Background: an optimization exercise with open tools, aiming at small area. Do not read the settings as production practice.
In this exercise RTL edits were held to simulation tests only and were not proved equivalent to the original.
Power is estimated from default activity; no workload was simulated.

Setup of willow:
// ELEVATOR_TOP
module ELEVATOR_TOP (
    input CLK,
    input RST_N,
    input BTN_OPEN,
    input BTN_CLOSE,
    input EMG_STOP,
    input UART_RXD,
    input BTN_TX_STOP,
    output UART_TXD,
    output [6:0] HEX0,
    output [6:0] HEX1,
    output [6:0] HEX2,
    output [6:0] HEX3,
    output [6:0] HEX4,
    output [6:0] HEX5,
    output [6:0] HEX6,
    output [6:0] HEX7,
    output MOTOR_UP,
    output MOTOR_DN,
    output DOOR_OPEN_DRV,
    output DOOR_CLOSE_DRV
);
    wire [4:0] floor_w;
    wire up_w, dn_w;
    wire [1:0] tens_w;
    wire [3:0] ones_w;
    wire btn_open_db, btn_close_db, btn_emg_db, tx_stop_db;
    debouncer db_open   (.CLK(CLK), .RST_N(RST_N), .btn_in(~BTN_OPEN),    .btn_out(btn_open_db));
    debouncer db_close  (.CLK(CLK), .RST_N(RST_N), .btn_in(~BTN_CLOSE),   .btn_out(btn_close_db));
    debouncer db_emg    (.CLK(CLK), .RST_N(RST_N), .btn_in(~EMG_STOP),    .btn_out(btn_emg_db));
    debouncer db_txstop (.CLK(CLK), .RST_N(RST_N), .btn_in(~BTN_TX_STOP), .btn_out(tx_stop_db));
    elevator_controller i_controller (
        .CLK(CLK), .RST_N(RST_N),
        .BTN_OPEN_db(btn_open_db), .BTN_CLOSE_db(btn_close_db), .EMG_STOP(btn_emg_db),
  ...
Size in the first run: ~1400 cells after synthesis, roughly 68 I/O pins, roughly 12000 sq um of cells after synthesis.
clock: 25.0 ns
lec_check: 0
cap_margin: 20
core_margin: 2
core_utilization: 60
slew_margin: 20
standard.sh (not shown) runs the stock make flow with config.mk's settings and CLKGATE_MAP_FILE= SYNTH_SCRIPT=/design/flow/synth_recipe.tcl, a recipe that flattens the netlist after the stock synthesis.
==> flow/flow/run.sh <==
#!/bin/bash
# Own layout flow: the standard synthesis, then an area-oriented re-map of
# the combinational logic (registers untouched), then the standard layout
# with the port buffers made from the smallest buffer cell.
set -euo pipefail
HERE=$(pwd)
R=$HERE/orfs/results/$FLOW_PLATFORM/ELEVATOR_TOP/base
YOSYS=yosys
[[ -x $FLOW_HOME/../tools/install/yosys/bin/yosys ]] && YOSYS=$FLOW_HOME/../tools/install/yosys/bin/yosys

bash standard.sh synth > $HERE/log_1_standard_synth.log 2>&1

cp $R/1_2_yosys.v $HERE/1_2_yosys_standard.v
export REMAP_LIB=$FLOW_HOME/platforms/sky130hd/lib/sky130_fd_sc_hd__tt_025C_1v80.lib
export REMAP_DONT_USE="$(make -s -C $FLOW_HOME DESIGN_CONFIG=$HERE/config.mk WORK_HOME=$HERE/orfs print-DONT_USE_CELLS 2>/dev/null | tail -1 | sed 's/^DONT_USE_CELLS: //')"
export REMAP_IN=$HERE/1_2_yosys_standard.v
export REMAP_OUT=$HERE/1_2_yosys_remap.v
export REMAP_STAT=$HERE/remap_stat.txt
export REMAP_SCRIPT=$HERE/flow/remap.abc
$YOSYS -c $HERE/flow/remap.tcl > $HERE/log_2_remap.log 2>&1
cp $REMAP_OUT $R/1_2_yosys.v
touch $R/1_2_yosys.v

export BUFFER_PORTS_ARGS="-buffer_cell sky130_fd_sc_hd__buf_1"
# clock tree: small clock buffers, larger sink clusters, no dummy loads
export CTS_ARGS="$(cat $HERE/flow/cts_args.txt)"
bash standard.sh finish > $HERE/log_3_standard_layout.log 2>&1
==> flow/flow/cts_args.txt <==
-sink_clustering_enable -repair_clock_nets -dont_use_dummy_load -buf_list sky130_fd_sc_hd__clkbuf_4 -sink_clustering_size 10 -sink_clustering_max_diameter 40
Other scripts of this flow, unchanged in this note and not shown: flow/flow/remap.abc, flow/flow/remap.tcl
The flow did not stop early for willow: all stages ran, and the layout cleared the timing, DRC and antenna checks.
Edits applied to the flow inputs when going from willow to violet:
==> flow/flow/cts_args.txt <==
-sink_clustering_enable -repair_clock_nets -dont_use_dummy_load -buf_list sky130_fd_sc_hd__clkbuf_8 -sink_clustering_size 16 -sink_clustering_max_diameter 80
Findings:
Final design utilization: willow vs violet, no meaningful difference. violet gives less detailed route wirelength on metal3 than willow did. violet — clock latency on the worst-skew pair 0.23 ns lower, willow as reference. Comparing violet with willow, the worst hold slack came out essentially unchanged. | portion of total power attributed to combinational logic | violet vs willow | ≈ equal |. When violet is set beside willow, its clock network fraction of design power turns out to be 0.5 points larger. violet: initial antenna violation count 1 below willow. Share of post-route cells with drive strength above 1 for violet: 0.88 points down relative to willow. Looking at willow and violet, the fraction of area in multi-input gates is a wash.


v54:
Another version of the RTL of ELEVATOR_TOP (not shown whole).
Size in the first run: about 1300 cells after synthesis, about 68 I/O pins, ~11000 µm² of cells after synthesis.
Design ELEVATOR_TOP, start of the top module:
module ELEVATOR_TOP (
    input CLK,
    input RST_N,
    input BTN_OPEN,
    input BTN_CLOSE,
    input EMG_STOP,
    input UART_RXD,
    input BTN_TX_STOP,
    output UART_TXD,
    output [6:0] HEX0,
    output [6:0] HEX1,
    output [6:0] HEX2,
    output [6:0] HEX3,
    output [6:0] HEX4,
    output [6:0] HEX5,
    output [6:0] HEX6,
    output [6:0] HEX7,
    output MOTOR_UP,
    output MOTOR_DN,
    output DOOR_OPEN_DRV,
    output DOOR_CLOSE_DRV
);
    wire [4:0] floor_w;
    wire up_w, dn_w;
    wire [1:0] tens_w;
    wire [3:0] ones_w;
    wire btn_open_db, btn_close_db, btn_emg_db, tx_stop_db;
    debouncer db_open   (.CLK(CLK), .RST_N(RST_N), .btn_in(~BTN_OPEN),    .btn_out(btn_open_db));
    debouncer db_close  (.CLK(CLK), .RST_N(RST_N), .btn_in(~BTN_CLOSE),   .btn_out(btn_close_db));
    debouncer db_emg    (.CLK(CLK), .RST_N(RST_N), .btn_in(~EMG_STOP),    .btn_out(btn_emg_db));
    debouncer db_txstop (.CLK(CLK), .RST_N(RST_N), .btn_in(~BTN_TX_STOP), .btn_out(tx_stop_db));
    elevator_controller i_controller (
        .CLK(CLK), .RST_N(RST_N),
        .BTN_OPEN_db(btn_open_db), .BTN_CLOSE_db(btn_close_db), .EMG_STOP(btn_emg_db),
        .UART_RX(UART_RXD), .TX_temp_stop_db(tx_stop_db), .UART_TX(UART_TXD),
        .MOTOR_UP(MOTOR_UP), .MOTOR_DN(MOTOR_DN),
        .DOOR_OPEN_DRV(DOOR_OPEN_DRV), .DOOR_CLOSE_DRV(DOOR_CLOSE_DRV),
        .o_floor(floor_w), .o_up(up_w), .o_dn(dn_w),
        .i_tens(tens_w), .i_ones(ones_w)
    );
    elevator_display_controller i_display (
        .floor_idx(floor_w), .up(up_w), .dn(dn_w),
        .tens_o(tens_w), .ones_o(ones_w),
        .HEX7_O(HEX7), .HEX6_O(HEX6), .HEX5_O(HEX5), .HEX4_O(HEX4),
        .HEX3_O(HEX3), .HEX2_O(HEX2), .HEX1_O(HEX1), .HEX0_O(HEX0)
    );
endmodule
==> flow/config.mk <==
export PLATFORM = sky130hd
export DESIGN_NAME = ELEVATOR_TOP
export DESIGN_NICKNAME = ELEVATOR_TOP
export VERILOG_FILES = /design/flow/design.v
export SDC_FILE = /design/flow/constraint.sdc
export NUM_CORES = 4
export LEC_CHECK = 0
export CAP_MARGIN = 20
export CORE_MARGIN = 2
export CORE_UTILIZATION = 40
export GPL_TIMING_DRIVEN = 0
export SLEW_MARGIN = 20
==> flow/constraint.sdc <==
create_clock -name core_clock -period 25.0 [get_ports {CLK}]
set_input_delay 5.0000 -clock core_clock [delete_from_list [all_inputs] [get_ports {CLK}]]
set_output_delay 5.0000 -clock core_clock [all_outputs]
set_load 0.01 [all_outputs]
==> flow/flow/run.sh <==
#!/bin/bash
# Own layout flow: the standard synthesis, then an area-oriented re-map of
# the combinational logic (registers untouched), then the standard layout
# with the port buffers made from the smallest buffer cell.
set -euo pipefail
HERE=$(pwd)
R=$HERE/orfs/results/$FLOW_PLATFORM/ELEVATOR_TOP/base
YOSYS=yosys
[[ -x $FLOW_HOME/../tools/install/yosys/bin/yosys ]] && YOSYS=$FLOW_HOME/../tools/install/yosys/bin/yosys

bash standard.sh synth > $HERE/log_1_standard_synth.log 2>&1

cp $R/1_2_yosys.v $HERE/1_2_yosys_standard.v
export REMAP_LIB=$FLOW_HOME/platforms/sky130hd/lib/sky130_fd_sc_hd__tt_025C_1v80.lib
export REMAP_DONT_USE="$(make -s -C $FLOW_HOME DESIGN_CONFIG=$HERE/config.mk WORK_HOME=$HERE/orfs print-DONT_USE_CELLS 2>/dev/null | tail -1 | sed 's/^DONT_USE_CELLS: //')"
export REMAP_IN=$HERE/1_2_yosys_standard.v
# eight ABC runs (different deepsyn seeds), four at a time; keep the smallest netlist
for s in 1 2 3 4 5 6 7 8; do
  if (( s == 5 )); then wait; fi
  ( REMAP_OUT=$HERE/1_2_yosys_remap_$s.v REMAP_STAT=$HERE/remap_stat_$s.txt REMAP_SCRIPT=$HERE/flow/remap_$s.abc \
    $YOSYS -c $HERE/flow/remap.tcl > $HERE/log_2_remap_$s.log 2>&1 ) &
done
wait
best=""; besta=""
for s in 1 2 3 4 5 6 7 8; do
  a=$(grep "Chip area for module" $HERE/remap_stat_$s.txt 2>/dev/null | tail -1 | awk '{print $NF}')
  [[ -n "$a" && -s $HERE/1_2_yosys_remap_$s.v ]] || continue
  if [[ -z "$best" ]] || awk -v a="$a" -v b="$besta" 'BEGIN{exit !(a<b)}'; then best=$s; besta=$a; fi
done
[[ -n "$best" ]]
echo "remap: kept run $best, area $besta" > $HERE/remap_choice.txt
cp $HERE/1_2_yosys_remap_$best.v $R/1_2_yosys.v
touch $R/1_2_yosys.v

export BUFFER_PORTS_ARGS="-buffer_cell sky130_fd_sc_hd__buf_1"
# clock tree: small clock buffers, larger sink clusters, no dummy loads
export CTS_ARGS="$(cat $HERE/flow/cts_args.txt)"
bash standard.sh finish > $HERE/log_3_standard_layout.log 2>&1
==> flow/flow/cts_args.txt <==
-sink_clustering_enable -repair_clock_nets -dont_use_dummy_load -buf_list sky130_fd_sc_hd__clkbuf_8 -sink_clustering_size 16 -sink_clustering_max_diameter 80
==> flow/flow/remap.tcl <==
# Re-map the combinational logic of the standard synthesis netlist for area.
# Flip-flops and tie cells are kept as they are (same instances, names and
# cell types); only the gates between them are re-mapped by ABC.
yosys -import
set lib $::env(REMAP_LIB)
set dont_use {}
foreach c $::env(REMAP_DONT_USE) { lappend dont_use -dont_use $c }
read_liberty -ignore_miss_func $lib
read_verilog $::env(REMAP_IN)
hierarchy -top $::env(FLOW_TOP)
setattr -mod -set keep_hierarchy 1 sky130_fd_sc_hd__df* sky130_fd_sc_hd__edf* sky130_fd_sc_hd__sdf* sky130_fd_sc_hd__dl* sky130_fd_sc_hd__conb_1
flatten
opt_clean
select $::env(FLOW_TOP)
abc -liberty $lib {*}$dont_use -script $::env(REMAP_SCRIPT)
splitnets
opt_clean -purge
hilomap -singleton -hicell sky130_fd_sc_hd__conb_1 HI -locell sky130_fd_sc_hd__conb_1 LO
insbuf -buf sky130_fd_sc_hd__buf_1 A X
opt_clean -purge
tee -o $::env(REMAP_STAT) stat -liberty $lib
write_verilog -noattr -nohex -nodec -selected $::env(REMAP_OUT)
==> flow/flow/remap_1.abc <==
strash
&get -n
&deepsyn -I 1 -J 10 -S 1
&put
strash
&get -n
&st
&dch -f
&nf -a -R 1000
&put
strash
&get -n
&st
&dch -f
&nf -a -R 1000
&put
strash
&get -n
&st
&dch -f
&nf -a -R 1000
&put
strash
&get -n
&st
&dch -f
&nf -a -R 1000
&put
strash
&get -n
&st
&dch -f
&nf -a -R 1000
&put
strash
&get -n
&st
&dch -f
&nf -a -R 1000
&put
strash
&get -n
&st
&dch -f
&nf -a -R 1000
&put
strash
&get -n
&st
&dch -f
&nf -a -R 1000
&put
topo
==> flow/flow/remap_2.abc <==
strash
&get -n
&deepsyn -I 1 -J 10 -S 2
&put
strash
&get -n
&st
&dch -f
&nf -a -R 1000
&put
strash
&get -n
&st
&dch -f
&nf -a -R 1000
&put
strash
&get -n
&st
&dch -f
&nf -a -R 1000
&put
strash
&get -n
&st
&dch -f
&nf -a -R 1000
&put
strash
&get -n
&st
&dch -f
&nf -a -R 1000
&put
strash
&get -n
&st
&dch -f
&nf -a -R 1000
&put
strash
&get -n
&st
&dch -f
&nf -a -R 1000
&put
strash
&get -n
&st
&dch -f
&nf -a -R 1000
&put
topo
==> flow/flow/remap_3.abc <==
strash
&get -n
&deepsyn -I 1 -J 10 -S 3
&put
strash
&get -n
&st
&dch -f
&nf -a -R 1000
&put
strash
&get -n
&st
&dch -f
&nf -a -R 1000
&put
strash
&get -n
&st
&dch -f
&nf -a -R 1000
&put
strash
&get -n
&st
&dch -f
&nf -a -R 1000
&put
strash
&get -n
&st
&dch -f
&nf -a -R 1000
&put
strash
&get -n
&st
&dch -f
&nf -a -R 1000
&put
strash
&get -n
&st
&dch -f
&nf -a -R 1000
&put
strash
&get -n
&st
&dch -f
&nf -a -R 1000
&put
topo
==> flow/flow/remap_4.abc <==
strash
&get -n
&deepsyn -I 1 -J 10 -S 4
&put
strash
&get -n
&st
&dch -f
&nf -a -R 1000
&put
strash
&get -n
&st
&dch -f
&nf -a -R 1000
&put
strash
&get -n
&st
&dch -f
&nf -a -R 1000
&put
strash
&get -n
&st
&dch -f
&nf -a -R 1000
&put
strash
&get -n
&st
&dch -f
&nf -a -R 1000
&put
strash
&get -n
&st
&dch -f
&nf -a -R 1000
&put
strash
&get -n
&st
&dch -f
&nf -a -R 1000
&put
strash
&get -n
&st
&dch -f
&nf -a -R 1000
&put
topo
==> flow/flow/remap_5.abc <==
strash
&get -n
&deepsyn -I 1 -J 10 -S 5
&put
strash
&get -n
&st
&dch -f
&nf -a -R 1000
&put
strash
&get -n
&st
&dch -f
&nf -a -R 1000
&put
strash
&get -n
&st
&dch -f
&nf -a -R 1000
&put
strash
&get -n
&st
&dch -f
&nf -a -R 1000
&put
strash
&get -n
&st
&dch -f
&nf -a -R 1000
&put
strash
&get -n
&st
&dch -f
&nf -a -R 1000
&put
strash
&get -n
&st
&dch -f
&nf -a -R 1000
&put
strash
&get -n
&st
&dch -f
&nf -a -R 1000
&put
topo
==> flow/flow/remap_6.abc <==
strash
&get -n
&deepsyn -I 1 -J 10 -S 6
&put
strash
&get -n
&st
&dch -f
&nf -a -R 1000
&put
strash
&get -n
&st
&dch -f
&nf -a -R 1000
&put
strash
&get -n
&st
&dch -f
&nf -a -R 1000
&put
strash
&get -n
&st
&dch -f
&nf -a -R 1000
&put
strash
&get -n
&st
&dch -f
&nf -a -R 1000
&put
strash
&get -n
&st
&dch -f
&nf -a -R 1000
&put
strash
&get -n
&st
&dch -f
&nf -a -R 1000
&put
strash
&get -n
&st
&dch -f
&nf -a -R 1000
&put
topo
==> flow/flow/remap_7.abc <==
strash
&get -n
&deepsyn -I 1 -J 10 -S 7
&put
strash
&get -n
&st
&dch -f
&nf -a -R 1000
&put
strash
&get -n
&st
&dch -f
&nf -a -R 1000
&put
strash
&get -n
&st
&dch -f
&nf -a -R 1000
&put
strash
&get -n
&st
&dch -f
&nf -a -R 1000
&put
strash
&get -n
&st
&dch -f
&nf -a -R 1000
&put
strash
&get -n
&st
&dch -f
&nf -a -R 1000
&put
strash
&get -n
&st
&dch -f
&nf -a -R 1000
&put
strash
&get -n
&st
&dch -f
&nf -a -R 1000
&put
topo
==> flow/flow/remap_8.abc <==
strash
&get -n
&deepsyn -I 1 -J 10 -S 8
&put
strash
&get -n
&st
&dch -f
&nf -a -R 1000
&put
strash
&get -n
&st
&dch -f
&nf -a -R 1000
&put
strash
&get -n
&st
&dch -f
&nf -a -R 1000
&put
strash
&get -n
&st
&dch -f
&nf -a -R 1000
&put
strash
&get -n
&st
&dch -f
&nf -a -R 1000
&put
strash
&get -n
&st
&dch -f
&nf -a -R 1000
&put
strash
&get -n
&st
&dch -f
&nf -a -R 1000
&put
strash
&get -n
&st
&dch -f
&nf -a -R 1000
&put
topo
v54: PASS, flow complete, no timing, DRC or antenna violations
Setup changes, v54 to v21
Settings: a change of SLEW_MARGIN from 20 to 0; a deleted GPL_TIMING_DRIVEN that had been 0; a change of CAP_MARGIN from 20 to 0; a change of CORE_UTILIZATION from 40 to 60.
--- a/flow/flow/run.sh
+++ b/flow/flow/run.sh
@@ -17,16 +17,5 @@
-# eight ABC runs (different deepsyn seeds), four at a time; keep the smallest netlist
-for s in 1 2 3 4 5 6 7 8; do
-  if (( s == 5 )); then wait; fi
-  ( REMAP_OUT=$HERE/1_2_yosys_remap_$s.v REMAP_STAT=$HERE/remap_stat_$s.txt REMAP_SCRIPT=$HERE/flow/remap_$s.abc \
-    $YOSYS -c $HERE/flow/remap.tcl > $HERE/log_2_remap_$s.log 2>&1 ) &
-done
-wait
-best=""; besta=""
-for s in 1 2 3 4 5 6 7 8; do
-  a=$(grep "Chip area for module" $HERE/remap_stat_$s.txt 2>/dev/null | tail -1 | awk '{print $NF}')
-  [[ -n "$a" && -s $HERE/1_2_yosys_remap_$s.v ]] || continue
-  if [[ -z "$best" ]] || awk -v a="$a" -v b="$besta" 'BEGIN{exit !(a<b)}'; then best=$s; besta=$a; fi
-done
-[[ -n "$best" ]]
-echo "remap: kept run $best, area $besta" > $HERE/remap_choice.txt
-cp $HERE/1_2_yosys_remap_$best.v $R/1_2_yosys.v
+export REMAP_OUT=$HERE/1_2_yosys_remap.v
+export REMAP_STAT=$HERE/remap_stat.txt
+export REMAP_SCRIPT=$HERE/flow/remap.abc
+$YOSYS -c $HERE/flow/remap.tcl > $HERE/log_2_remap.log 2>&1
+cp $REMAP_OUT $R/1_2_yosys.v
==> flow/flow/remap.abc (new file) <==
strash
&get -n
&deepsyn -I 1 -J 10 -S 1
&put
strash
&get -n
&st
&dch -f
&nf -a -R 1000
&put
strash
&get -n
&st
&dch -f
&nf -a -R 1000
&put
strash
&get -n
&st
&dch -f
&nf -a -R 1000
&put
strash
&get -n
&st
&dch -f
&nf -a -R 1000
&put
topo
removed: flow/flow/remap_1.abc
removed: flow/flow/remap_2.abc
removed: flow/flow/remap_3.abc
removed: flow/flow/remap_4.abc
removed: flow/flow/remap_5.abc
removed: flow/flow/remap_6.abc
removed: flow/flow/remap_7.abc
removed: flow/flow/remap_8.abc
v21: no failed stages, no open violations at the end
Compared v21 against v54; final total power within noise.
Compared with v54, in v21 setup slack of the critical path after layout shows an increase of 0.20 ns, detail-routed net length per standard cell now sits higher, fmax +2.2%.
Taking v54 as the reference point, the filler cell count in the final layout of v21 falls by 1152.
Relative to v54, the aggregate global-route resource usage of v21 is higher by 11 points.
From v54 to v21 the numbers moved as follows: normalized max-slew margin went down by 4.4 points, total core area shows a reduction of 9200 µm².
v21 vs. v54: met1 routed wirelength after detailed routing now smaller, final design area excluding fillers saw a decrease.
For v54, the cell with the largest stage delay on the worst path was sky130_fd_sc_hd__nor2_1, unlike v21, where it was sky130_fd_sc_hd__dfrtp_1.
For v36, these inputs were changed with respect to v21:
Settings: swapping 0 for 20 in CAP_MARGIN; swapping 60 for 40 in CORE_UTILIZATION; swapping 0 for 20 in SLEW_MARGIN.
==> flow/flow/cts_args.txt <==
-sink_clustering_enable -repair_clock_nets -dont_use_dummy_load -buf_list sky130_fd_sc_hd__clkbuf_4 -sink_clustering_size 10 -sink_clustering_max_diameter 60
==> flow/flow/remap.abc <==
strash
ifraig
scorr
dc2
strash
&get -n
&st
&dch -f
&nf -a -R 1000
&put
topo
==> run summary <==
Per the comparison of v36 with v21, first-pass GRT wire length picked up an extra about 11%, minimum clock period picked up an extra 0.87 ns, number of antenna cells inserted picked up an extra 1, initial antenna violation count picked up an extra 2, count of clock-net buffers in the final layout picked up an extra 10. Gate count after technology mapping (v21 / v36): 0.906. Row total length of routed wires: v36 higher / v21 lower.
## Diff of input files: v29 against v36
==> flow/flow/cts_args.txt <==
-sink_clustering_enable -repair_clock_nets -dont_use_dummy_load -buf_list sky130_fd_sc_hd__clkbuf_8 -sink_clustering_size 16 -sink_clustering_max_diameter 80
==> flow/flow/remap.abc <==
strash
&get -n
&deepsyn -I 1 -J 10 -S 1
&put
strash
&get -n
&st
&dch -f
&nf -a -R 1000
&put
strash
&get -n
&st
&dch -f
&nf -a -R 1000
&put
strash
&get -n
&st
&dch -f
&nf -a -R 1000
&put
strash
&get -n
&st
&dch -f
&nf -a -R 1000
&put
topo
[summary]
- Sort v36 and v29 by routed wire length asc -> top: v29
- Compared v29 vs v36, and layout overhead on the synthesized area is up in v29.
- v29 has count of clock-buffer cells in the layout below what v36 had.
- Total power for v29: about 1.5% up relative to v36
- Re relative max-transition margin: v36 was higher than v29.
- STATUS setup slack at placement: v29 wins against v36
- Post-route fraction of the period consumed by the critical path in v29 vs v36: down 3.1 points
- Note that the peak supply drop recorded for v29 amounts to 1.09 times the value seen in v36.

what the ideal ports hide:
The flow's constraints put no driver on any port. The routed layouts listed below were extracted and timed again, unchanged, in two steps. Step 1 (the two cells are an assumption about what drives the block):
set clk [get_ports {CLK}]
set_driving_cell -lib_cell sky130_fd_sc_hd__clkbuf_16 $clk
set_driving_cell -lib_cell sky130_fd_sc_hd__buf_2 [delete_from_list [all_inputs] $clk]
Step 2 moves the port delays by t, midway between the first and last clock arrival at a register: inputs arrive t later, outputs are due t later. That takes back most of the time a late clock gives input paths. a / b / c = ideal / step 1 / step 2; a / b = the first two.
| run | shift t [ns] | slack for setup (ns) | clock arrival spread, ns | slew at the worst register clock pin (ns) | cell pins on the clock port's net |
|---|---|---|---|---|---|
| willow | 0.721 | 15.493 / 15.454 / 16.174 | 0.160 / 0.159 | 0.12 / 0.12 | 1 |
| violet | 0.562 | 15.639 / 15.596 / 16.159 | 0.028 / 0.029 | 0.11 / 0.11 | 1 |
| v54 | 0.560 | 15.811 / 15.769 / 16.074 | 0.080 / 0.080 | 0.11 / 0.11 | 1 |
| v21 | 0.560 | 16.010 / 15.966 / 16.526 | 0.063 / 0.063 | 0.11 / 0.11 | 1 |
| v36 | 0.701 | 15.145 / 15.101 / 15.802 | 0.101 / 0.101 | 0.12 / 0.12 | 1 |
| v29 | 0.563 | 15.918 / 15.875 / 16.438 | 0.041 / 0.042 | 0.11 / 0.11 | 1 |
After both steps setup and hold are still met in every run listed.
